This design comes from an exercise in tuning for small area on the open sky130 flow, not from production work. The RTL was checked by simulation tests, not by an equivalence proof against the original design. Power and IR drop assume default switching activity.

`design.v`:
```
`timescale 1ns/1ps
module count24(
    input ck, reset,
    input up24,
    output reg [3:0] display3, display4
);
    reg [7:0] display3_next, display4_next;
    always @(posedge ck, posedge reset) begin
        if (reset) begin
            display4 <= 0;
            display3 <= 0;
        end
        else begin
            display4 <= display4_next;
            display3 <= display3_next;
        end
    end
    always @(up24, display3, display4) begin
        if (up24) begin
            if (display4 == 2 && display3 == 3) begin
                {display4_next, display3_next} = 8'd0;
            end
            else if (display3 == 9) begin
                display4_next = display4 + 1;
                display3_next = 4'd0;
            end
            else begin
                display4_next = display4;
                display3_next = display3 + 1;
            end
        end
        else begin
            display4_next = display4;
            display3_next = display3;
        end
    end
endmodule
`timescale 1ns/1ps
module count10(
    input ck, reset,
    input inc,
    output carry_out,
    output reg [3:0] count
);
    reg [3:0] count_next;
    always @(posedge ck, posedge reset) begin
        if (reset) count <= 0;
        else count <= count_next;
    end
    always @(count, inc) begin
        if (inc) begin
            if (count == 9) count_next = 0;
            else count_next = count + 1;
        end
        else begin
            count_next = count;
        end
    end
    assign carry_out = (count == 9 && inc) ? 1 : 0;
endmodule
module count6(
    input ck, reset,
    input inc,
    output carry_out,
    output reg [3:0] count
);
    reg [3:0] count_next;
    always @(posedge ck, posedge reset) begin
        if (reset) count <= 0;
        else count <= count_next;
    end
    always @(count, inc) begin
        if (inc) begin
            if (count == 5) count_next = 0;
            else count_next = count + 1;
        end
        else begin
            count_next = count;
        end
    end
    assign carry_out = (count == 5 && inc) ? 1 : 0;
endmodule
module count60(
    input ck, reset,
    input up60,
    output carry_to_hours,
    output [3:0] display0, display1
);
    wire carry_out;
    count10 u0(ck, reset, up60, carry_out, display0);
    count6  u1(ck, reset, carry_out, carry_to_hours, display1);
endmodule
`timescale 1ns/1ps
module count_ms(
    input ck, reset,
    input clear,
    output hit
);
    parameter [16:0] COUNT_MAX = 17'd10;
    reg [16:0] count, count_next;
    always @(posedge ck, posedge reset) begin
        if (reset) count <= 0;
        else count <= count_next;
    end
    always @(count, clear) begin
        if (count == COUNT_MAX || clear) count_next = 0;
        else count_next = count + 1;
    end
    assign hit = (count == COUNT_MAX) ? 1 : 0;
endmodule
module debounce_control(
    input ck, reset,
    input button, ms,
    output reg clear, button_deb
);
    parameter [1:0]
        IDLE = 0,
        PUSH = 1,
        STILL_PUSH = 2,
        NOT_PUSH = 3;
    reg [1:0] state, state_next;
    always @(posedge ck, posedge reset) begin
        if (reset) state <= IDLE;
        else state <= state_next;
    end
    always @(state, ms, button) begin
        case (state)
            IDLE: begin
                if (button) state_next = PUSH;
                else state_next = IDLE;
            end
            PUSH: begin
                if (ms) state_next = STILL_PUSH;
                else state_next = PUSH;
            end
            STILL_PUSH: begin
                if (button) state_next = STILL_PUSH;
                else state_next = NOT_PUSH;
            end
            NOT_PUSH: begin
                if (ms) state_next = IDLE;
                else state_next = NOT_PUSH;
            end
            default: state_next = IDLE;
        endcase
    end
    always @(state) begin
        case (state)
            IDLE: begin
                clear = 1;
                button_deb = 0;
            end
            PUSH: begin
                clear = 0;
                button_deb = 1;
            end
            STILL_PUSH: begin
                clear = 1;
                button_deb = 1;
            end
            NOT_PUSH: begin
                clear = 0;
                button_deb = 0;
            end
            default: begin
                clear = 0;
                button_deb = 0;
            end
        endcase
    end
endmodule
module debounce(
    input ck, reset,
    input button,
    output button_deb
);
    wire ms, clear;
    debounce_control u0(ck, reset, button, ms, clear, button_deb);
    count_ms u1(ck, reset, clear, ms);
endmodule
`timescale 1ns/1ps
module cnt_4(
    input ck, reset,
    input refresh,
    output reg [1:0] sel
    );
    reg [1:0] sel_next;
    always @(posedge ck, posedge reset) begin
        if (reset) sel <= 0;
        else sel <= sel_next;
    end
    always @(sel, refresh) begin
        if (refresh) sel_next = sel + 1;
        else sel_next = sel;
    end
endmodule
module dec2_4(
    input [1:0] sel,
    output reg [7:0] an
    );
    always @(sel) begin
        case (sel)
            3'h0: an = 8'b1111_1110;
            3'h1: an = 8'b1111_1101;
            3'h2: an = 8'b1111_1011;
            3'h3: an = 8'b1111_0111;
            default: an = 8'b1111_1111;
        endcase
    end
endmodule
module mux_4(
    input [3:0] seg0, seg1, seg2, seg3,
    input [1:0] sel,
    output reg [3:0] in_seg
    );
    always @(seg0, seg1, seg2, seg3, sel) begin
        case (sel)
            4'h0: in_seg = seg0;
            4'h1: in_seg = seg1;
            4'h2: in_seg = seg2;
            4'h3: in_seg = seg3;
            default: in_seg = 4'h0;
        endcase
    end
endmodule
module seven_segments(
	input [3:0] in_seg,
	output reg [6:0] c  
    );
	always @(in_seg) begin
		case (in_seg)
			4'h0: c = 7'b0000001;
			4'h1: c = 7'b1001111;
			4'h2: c = 7'b0010010;
			4'h3: c = 7'b0000110;
			4'h4: c = 7'b1001100;
			4'h5: c = 7'b0100100;
			4'h6: c = 7'b0100000;
			4'h7: c = 7'b0001111;
			4'h8: c = 7'b0000000;
			4'h9: c = 7'b0000100;
			4'hA: c = 7'b0001000;
			4'hB: c = 7'b1100000;
			4'hC: c = 7'b0110001;
			4'hD: c = 7'b1000010;
			4'hE: c = 7'b0110000;
			4'hF: c = 7'b0111000;
			default: c = 7'b1111111;
		endcase
	end
endmodule
module four_display(
    input ck, reset,
    input refresh,
    input [3:0] seg0, seg1, seg2, seg3,
    output [7:0] an,
    output [6:0] c
    );
    wire [1:0] sel;
    wire [3:0] in_seg;
    cnt_4 u1(ck, reset, refresh, sel);
    mux_4 u2(seg0, seg1, seg2, seg3, sel, in_seg);
    dec2_4 u3(sel, an);
    seven_segments u4(in_seg, c);
endmodule
`timescale 1ns/1ps
module half_seconds_enable(
    input ck, reset,
    input clear,
    output hit
);
    parameter [25:0] MAX_COUNT = 26'd5_000;
    reg [25:0] count, count_next;
    always @(posedge ck, posedge reset) begin
        if (reset) count <= 0;
        else count <= count_next;
    end
    always @(count, clear) begin
        if (count == MAX_COUNT || clear) count_next = 0;
        else count_next = count + 1;
    end
    assign hit = (count == MAX_COUNT) ? 1 : 0;
endmodule
`timescale 1ns/1ps
module minutes_enable(
    input ck, reset,
    output hit
);
    parameter [32:0] MAX_COUNT = 33'd600_000;
    reg [32:0] count, count_next;
    always @(posedge ck, posedge reset) begin
        if (reset) count <= 0;
        else count <= count_next;
    end
    always @(count) begin
        if (count == MAX_COUNT) count_next = 0;
        else count_next = count + 1;
    end
    assign hit = (count == MAX_COUNT) ? 1 : 0;
endmodule
`timescale 1ns/1ps
module refresh_enable(
    input ck, reset,
    output refresh
);
    reg [16:0] cnt, cnt_next;
    parameter [16:0] MAX_CNT = 17'd9;
    always @(posedge ck, posedge reset) begin
        if (reset) cnt <= 0;
        else cnt <= cnt_next;
    end
    always @(cnt) begin
        if (cnt == MAX_CNT) cnt_next = 0;
        else cnt_next = cnt + 1;
    end
    assign refresh = (cnt == MAX_CNT) ? 1 : 0;
endmodule
`timescale 1ns/1ps
module time_gen(
    input ck, reset,
    output sec, min, refresh
);
    wire clear = 0;
    half_seconds_enable u0(ck, reset, clear, sec);
    minutes_enable u1(ck, reset, min);
    refresh_enable u2(ck, reset, refresh);
endmodule
`timescale 1ns/1ps
module toggle(
    input ck, reset,
    input signal,
    output reg signal_tog
    );
    reg signal_tog_next;
    always @(posedge ck, posedge reset) begin
        if (reset) signal_tog <= 0;
        else signal_tog <= signal_tog_next;
    end
    always @(signal_tog, signal) begin
        if (signal) signal_tog_next = ~signal_tog;
        else signal_tog_next = signal_tog;
    end
endmodule
`timescale 1ns/1ps
module mode_control(
    input ck, reset,
    input mode,
    output reg clock_alarm
);
    parameter [1:0]
        IDLE_CLOCK = 0,
        ALARM = 1,
        IDLE_ALARM = 2,
        CLOCK = 3;
    reg [1:0] state, state_next;
    always @(posedge ck, posedge reset) begin
        if (reset) state <= IDLE_CLOCK;
        else state <= state_next;
    end
    always @(state, mode) begin
        case (state)
            IDLE_CLOCK: begin
                if (mode) state_next = ALARM;
                else state_next = IDLE_CLOCK;
            end
            ALARM: begin
                if (mode) state_next = ALARM;
                else state_next = IDLE_ALARM;
            end
            IDLE_ALARM: begin
                if (mode) state_next = CLOCK;
                else state_next = IDLE_ALARM;
            end
            CLOCK: begin
                if (mode) state_next = CLOCK;
                else state_next = IDLE_CLOCK;
            end
            default: state_next = IDLE_CLOCK;
        endcase
    end
    always @(state) begin
        case (state)
            IDLE_CLOCK: clock_alarm = 1;
            CLOCK:      clock_alarm = 1;
            IDLE_ALARM: clock_alarm = 0;
            ALARM:      clock_alarm = 0;
            default:    clock_alarm = 1;
        endcase
    end
endmodule
`timescale 1ns/1ps
module hh_control(
    input ck, reset,
    input hh,
    input clock_alarm, carry_from_minutes,
    output reg up_clock24, up_alarm24
);
    parameter [1:0]
        IDLE = 0,
        UP_CLOCK = 1,
        UP_ALARM = 2,
        WAIT = 3;
    reg [1:0] state, state_next;
    always @(posedge ck, posedge reset) begin
        if (reset) state <= IDLE;
        else state <= state_next;
    end
    always @(state, clock_alarm, hh) begin
        case (state)
            IDLE: begin
                if (hh && clock_alarm) state_next = UP_CLOCK;
                else if (hh && !clock_alarm) state_next = UP_ALARM;
                else state_next = IDLE;
            end
            UP_CLOCK: state_next = WAIT;
            UP_ALARM: state_next = WAIT;
            WAIT: begin
                if (hh) state_next = WAIT;
                else state_next = IDLE;
            end
            default: state_next = IDLE;
        endcase
    end
    always @(state, carry_from_minutes) begin
        case (state)
            IDLE: begin
                up_clock24 = carry_from_minutes;
                up_alarm24 = 0;
            end
            UP_CLOCK: begin
                up_clock24 = 1;
                up_alarm24 = 0;
            end
            UP_ALARM: begin
                up_clock24 = carry_from_minutes;
                up_alarm24 = 1;
            end
            WAIT: begin
                up_clock24 = carry_from_minutes;
                up_alarm24 = 0;
            end
            default: begin
                up_clock24 = carry_from_minutes;
                up_alarm24 = 0;
            end
        endcase
    end
endmodule
`timescale 1ns/1ps
module mm_control(
    input ck, reset,
    input mm,
    input clock_alarm, min,
    output reg up_clock60, up_alarm60
);
    reg clear;
    wire hit;
    half_seconds_enable u0(ck, reset, clear, hit);
    parameter [2:0]
        IDLE = 0,
        EN_MM = 1,
        WAIT_SEC = 2,
        AUTO1 = 3,
        INC_UP1 = 4,
        AUTO2 = 5,
        INC_UP2 = 6,
        STOP_AUTO = 7;
    reg [2:0] state, state_next;
    always @(posedge ck, posedge reset) begin
        if (reset) state <= IDLE;
        else state <= state_next;
    end
    always @(state, mm, hit) begin
        case (state)
            IDLE: begin
                if (mm) state_next = EN_MM;
                else state_next = IDLE;
            end
            EN_MM: begin
                state_next = WAIT_SEC;
            end
            WAIT_SEC: begin
                if (hit && mm) state_next = AUTO1;
                else if (!mm) state_next = IDLE;
                else state_next = WAIT_SEC;
            end
            AUTO1: begin
                if (!mm) state_next = AUTO2;
                else if (hit) state_next = INC_UP1;
                else state_next = AUTO1;
            end
            INC_UP1: begin
                state_next = AUTO1;
            end
            AUTO2: begin
                if (mm) state_next = STOP_AUTO;
                else if (hit) state_next = INC_UP2;
                else state_next = AUTO2;
            end
            INC_UP2: begin
                state_next = AUTO2;
            end
            STOP_AUTO: begin
                if (!mm) state_next = IDLE;
                else state_next = STOP_AUTO;
            end
            default: state_next = IDLE;
        endcase
    end
    always @(state, min, clock_alarm) begin
        case (state)
            IDLE: begin
                up_clock60 = min;
                up_alarm60 = 0;
                clear = 1'bx;
            end
            EN_MM: begin
                up_clock60 = clock_alarm | min;
                up_alarm60 = ~clock_alarm;
                clear = 1'b1;
            end
            WAIT_SEC: begin
                up_clock60 = min;
                up_alarm60 = 0;
                clear = 0;
            end
            AUTO1: begin
                up_clock60 = 0;
                up_alarm60 = 0;
                clear = 0;
            end
            INC_UP1: begin
                up_clock60 = clock_alarm;
                up_alarm60 = ~clock_alarm;
                clear = 0;
            end
            AUTO2: begin
                up_clock60 = 0;
                up_alarm60 = 0;
                clear = 0;
            end
            INC_UP2: begin
                up_clock60 = clock_alarm;
                up_alarm60 = ~clock_alarm;
                clear = 0;
            end
            STOP_AUTO: begin
                up_clock60 = min;
                up_alarm60 = 0;
                clear = 1'bx;
            end
            default: begin
                up_clock60 = min;
                up_alarm60 = 0;
                clear = 1'bx;
            end
        endcase
    end
endmodule
`timescale 1ns/1ps
module top(
    input ck, reset,
    input mode, hh, mm, switch,
    output alarm, mode0, mode1,
    output CA, CB, CC, CD, CE, CF, CG, DP,
    output [7:0] AN
    );
    wire mode_deb, hh_deb, mm_deb, switch_deb;
    debounce u0(ck, reset, mode, mode_deb);
    debounce u1(ck, reset, hh, hh_deb);
    debounce u2(ck, reset, mm, mm_deb);
    debounce u3(ck, reset, switch, switch_deb);
    wire clock_alarm;
    mode_control u4(ck, reset, mode_deb, clock_alarm);
    wire sec, min, refresh;
    time_gen u5(ck, reset, sec, min, refresh);
    wire up_clock60, up_alarm60, up_clock24, up_alarm24, carry, carry_null;
    mm_control u6(ck, reset, mm_deb, clock_alarm, min, up_clock60, up_alarm60);
    hh_control u7(ck, reset, hh_deb, clock_alarm, carry, up_clock24, up_alarm24);
    wire [3:0] h0, h1, h2, h3, a0, a1, a2, a3;
    count24 clock24(ck, reset, up_clock24, h2, h3);
    count60 clock60(ck, reset, up_clock60, carry, h0, h1);
    count24 alarm24(ck, reset, up_alarm24, a2, a3);
    count60 alarm60(ck, reset, up_alarm60, carry_null, a0, a1);
    wire [3:0] seg0, seg1, seg2, seg3;
    assign seg0 = (clock_alarm) ? h0 : a0;
    assign seg1 = (clock_alarm) ? h1 : a1;
    assign seg2 = (clock_alarm) ? h2 : a2;
    assign seg3 = (clock_alarm) ? h3 : a3;
    four_display u8(ck, reset, refresh, seg0, seg1, seg2, seg3, AN, {CA, CB, CC, CD, CE, CF, CG});
    wire sec_tog;
    toggle u9(ck, reset, sec, sec_tog);
    assign DP = (clock_alarm) ? ~(sec_tog & ~AN[2]) : AN[2];
    assign alarm = (switch_deb && ({h3, h2, h1, h0} == {a3, a2, a1, a0})) ? 1 : 0;
    assign mode0 = clock_alarm;
    assign mode1 = ~clock_alarm;
endmodule
```
`run.sh`:
```
#!/bin/bash
# synth_recipe.tcl (not shown) runs the flow's synth.tcl, then flattens the netlist and writes it again
# the make line also repeats each setting of config.mk as NAME=value (left out here)
make -C /OpenROAD-flow-scripts/flow DESIGN_CONFIG=/design/flow/config.mk WORK_HOME=/design/flow/orfs CLKGATE_MAP_FILE= SYNTH_SCRIPT=/design/flow/synth_recipe.tcl finish
```
`config.mk`:
```
export PLATFORM = sky130hd
export DESIGN_NAME = top
export DESIGN_NICKNAME = top
export VERILOG_FILES = /design/flow/design.v
export SDC_FILE = /design/flow/constraint.sdc
export NUM_CORES = 4
export LEC_CHECK = 0
export CAP_MARGIN = 20
export CORE_MARGIN = 2
export CORE_UTILIZATION = 40
export SLEW_MARGIN = 20
```
`constraint.sdc`:
```
create_clock -name core_clock -period 10.0 [get_ports {ck}]
set_input_delay 2.0000 -clock core_clock [delete_from_list [all_inputs] [get_ports {ck}]]
set_output_delay 2.0000 -clock core_clock [all_outputs]
set_load 0.01 [all_outputs]
```
==> summary.txt <==
sequential cells by signal, summed over array words and instances (netlist names), 17 cells and up:
name and flops:
u6.u0.count 26, u5.u1.count 33, u5.u0.count 26, u5.u2.cnt 17, u3.u1.count 17, u1.u1.count 17, u0.u1.count 17, u2.u1.count 17
final timing paths:
path	cells after the start	slack (ns)	end	from
setup / recovery	7	4.20	CA	u4.state[0]$_DFF_PP0_
hold / removal	1	0.48	u5.u2.cnt[16]$_DFF_PP0_	u5.u2.cnt[16]$_DFF_PP0_
hold reg to reg	1	0.48	u5.u2.cnt[16]$_DFF_PP0_	u5.u2.cnt[16]$_DFF_PP0_
min in group asynchronous	2	1.96	u1.u1.count[0]$_DFF_PP0_	reset
setup reg to reg	7	7.34	clock24.display3[0]$_DFFE_PP0P_	u4.state[0]$_DFF_PP0_
max in group asynchronous	3	6.83	u6.u0.count[1]$_DFF_PP0_	reset
placed cells by master (no fill, tap or decap), drive strengths merged, types with 3 or more instances in the layout:
master / n
nand3: 72
nor4b: 19
nor3b: 5
dfrtp: 220
nor2b: 9
nor3: 23
o21ai: 44
clkdlybuf4s50: 20
a31o: 3
nand2b: 8
a211oi: 5
ha: 59
a22oi: 8
nor4: 34
mux2i: 12
xnor2: 105
a21oi: 24
xor2: 65
mux2: 15
clkinv: 3
or3: 13
nand2: 72
clkbuf: 41
o211ai: 6
and2: 4
and4bb: 3
o31ai: 6
buf: 6
inv: 72
or4: 6
nor2: 153
a21o: 6
and4: 17
nand4: 55
and3: 19
o22ai: 5
conb: 4
cells by family (layout without fill, tap and decap cells):
group	Yosys count	count (layout)	synth area share, %
DFF	220	220	45.4
buffers and inverters	110	145	3.75
adders and majority gates	59	59	6.08
and+or+nand+nor	521	521	23.2
other	1	4	0.0309
muxes	27	27	2.47
AOI/OAI and AO/OA	123	123	6.79
xor gates and xnor gates	170	170	12.3
layer usage:
| metal | track usage (%) | vias up | share of wire, % |
|---|---|---|---|
| met2 | 26.2 | 88 | 46 |
| li1 | - | 4331 | - |
| met4 | 3.52 | 0 | 1.5 |
| met3 | 2.86 | 24 | 3.8 |
| met5 | 0 | - | 0 |
| met1 | 21.4 | 4168 | 48 |
where the power goes:
| part | internal, mW | switching (mW) |
|---|---|---|
| Combinational | 0.406 | 0.494 |
| Sequential | 0.978 | 0.140 |
| Clock | 0.583 | 0.368 |
area by class of cell:
| cell class | count | area [sq um] |
|---|---|---|
| Inverter | 72 | 278 |
| Multi-Input combinational cell | 904 | 6190 |
| Sequential cell | 220 | 5510 |
| Fill cell | 2779 | 16100 |
| Clock buffer | 41 | 778 |
| Timing Repair Buffer | 26 | 249 |
| Clock inverter | 6 | 86.3 |
| Tap cell | 390 | 488 |
==> flow_summary_export.csv <==
group,metric,value,unit
clocking,postCtsSetupRepairBufs,0,
pwr,power.density,219,nW/um^2
timing,worstMarginPinSlew,1.04,ns
timing,max_freq,172,MHz
final_layout,utilization,45.7,%
floorplan,io_pins,25,
logic_synthesis,syn-instance-count,1231,
logic_synthesis,synth_ff_type,"dfrtp_1",
pwr,ir_worst_vdd,0.120,mV
critical_path,critPathCaptureType,"output pin",
drt,drc,0,
final_layout,syn_to_final_growth,11.9,%
pwr,p_leak,5.82,nW
critical_path,setup.worst_path.start_class,"flip-flop",
place,io_buffers,20,
global_route,grt_overflow_total,0,
clocking,cts_resized,0,
floorplan,dieArea,31700,sq um
logic_synthesis,yosysUniqueCellTypes,72,
drt,drt-pass1-iter-count,5,
timing,finalSetupViolations,0,
pwr,p_total,2.97,mW
global_route,grt_max_degree,81,
final_layout,n_antenna_cell,0,
timing,whs,0.476,ns
logic_synthesis,postSynthAreaPerCell,9.86,sq um
floorplan,rows,63,
drt,ant_nets,0,
timing,rsz0062_at_grt,"no",
worst_hold_path,hold_class,"reg2reg",
critical_path,crit_type,"reg2out",
logic_synthesis,yosys.cell_count.top_type,"dfrtp_1",
clocking,clock_path_buffers,3,
critical_path,slowest_delay,0.84,ns
timing,finClkSkew,0.00880,ns
clocking,htreeDepth,1,
logic_synthesis,synth_commonest_cells,"dfrtp_1 (220), nor2_1 (152), xnor2_1 (105)",
timing,finalCritPeriodShare,58.0,%
final_layout,nets,1315,
critical_path,worstPathCellList,"inv_1 -> ha_1 -> nand3_1 -> o21ai_1 -> xnor2_1 -> a211oi_1 -> clkdlybuf4s50_1",
global_route,grt_use_total,15.8,%
critical_path,crit_family,"compound AO/OA/AOI/OAI gates",
timing,setup_slack,4.20,ns
drt,initialDrtViolationCount,501,
place,gp_congestion,0.839,
logic_synthesis,synth_top_area_cell,"dfrtp_1",
critical_path,crit_buf_inv,2,
logic_synthesis,ys_warn_count,16,
drt,wl,24.0,mm
place,dpl_cell_area,12700,sq um
clocking,numCtsBuffers,26,
floorplan,start_util,40.8,%
final_layout,drive_gt1_share,6.78,%
place,dpl_worst_slack,4.74,ns
drt,vias,8611,
timing,slew_headroom,30.0,%
drt,post_drt_wl_per_cell,14.4,microns
logic_synthesis,synth.area.top_cells,"dfrtp_1 (45%), xnor2_1 (7.6%), ha_1 (6.1%)",
place,dpl.cell_count,1612,
clocking,clock_sinks,220,
logic_synthesis,synth-edff-count,0,
floorplan,die_h,178,microns
clocking,cts.clk_slew.worst_paths,0.06,ns
timing,setup-tns-final,0,ns
timing,slew_violations,0,
flow_run,max_cap_viol_count,0,
drt,viasPerCell,5.19,
global_route,grt_pass1_wl,41.8,mm
clocking,clk-insertion-delay-late,0.52,ns
place,place_hpwl,16.3,mm
clocking,clock-root-buffer,"clkbuf_16",
floorplan,fp.dieW,178,microns
global_route,grt_pass1_vias,8435,
critical_path,cpMaxStageDelayCell,"o21ai_1",
final_layout,post-route-cell-area,13600,sq um
logic_synthesis,ys_seq_area_share,45.4,%
clocking,cts_hold_buf,0,
timing,period_needed,5.80,ns
final_layout,final_cells,1659,
timing,finalHoldViolCount,0,
critical_path,crit_fanout,19,
global_route,grt_antenna_before_repair,0,
clocking,cts_tree,"built",
floorplan,core-area,29700,sq um
logic_synthesis,ys_seq_elements,220,
logic_synthesis,yosys.area.top_type_share,45.4,%
status,outcome,"complete, no violations",
logic_synthesis,synth_area,12100,sq um
critical_path,critPathRequiredTime,8.00,ns
critical_path,critical_path_arrival,3.80,ns
logic_synthesis,async_flop_share,100,%

-- separate check: timing with driven ports --
No port has a modelled driver above. Below, the same layout with a new extraction and two added sets of constraints.
Step 1 sets driving cells, clkbuf_16 on the clock port and buf_2 on the other inputs (assumed; they add their load-dependent delay and slew).
Step 2 adds t to the input delays and takes it off the output delays; t is the mean of the earliest and latest rising clock arrival at the registers after step 1. Input paths then give back, and output paths get back, about the clock's delay inside the block.
Three values: ideal, step 1, step 2; two values: the first two.
t, ns: 0.562
setup WS [ns]: 4.198 / 4.155 / 4.717
hold WS [ns]: 0.476 / 0.476 / 0.476
worst register clock-pin slew, ns: 0.06 / 0.06
After both steps this run still meets setup and hold. The setup slack of this run moves by -0.043 ns with the drivers and by +0.519 ns with both steps.
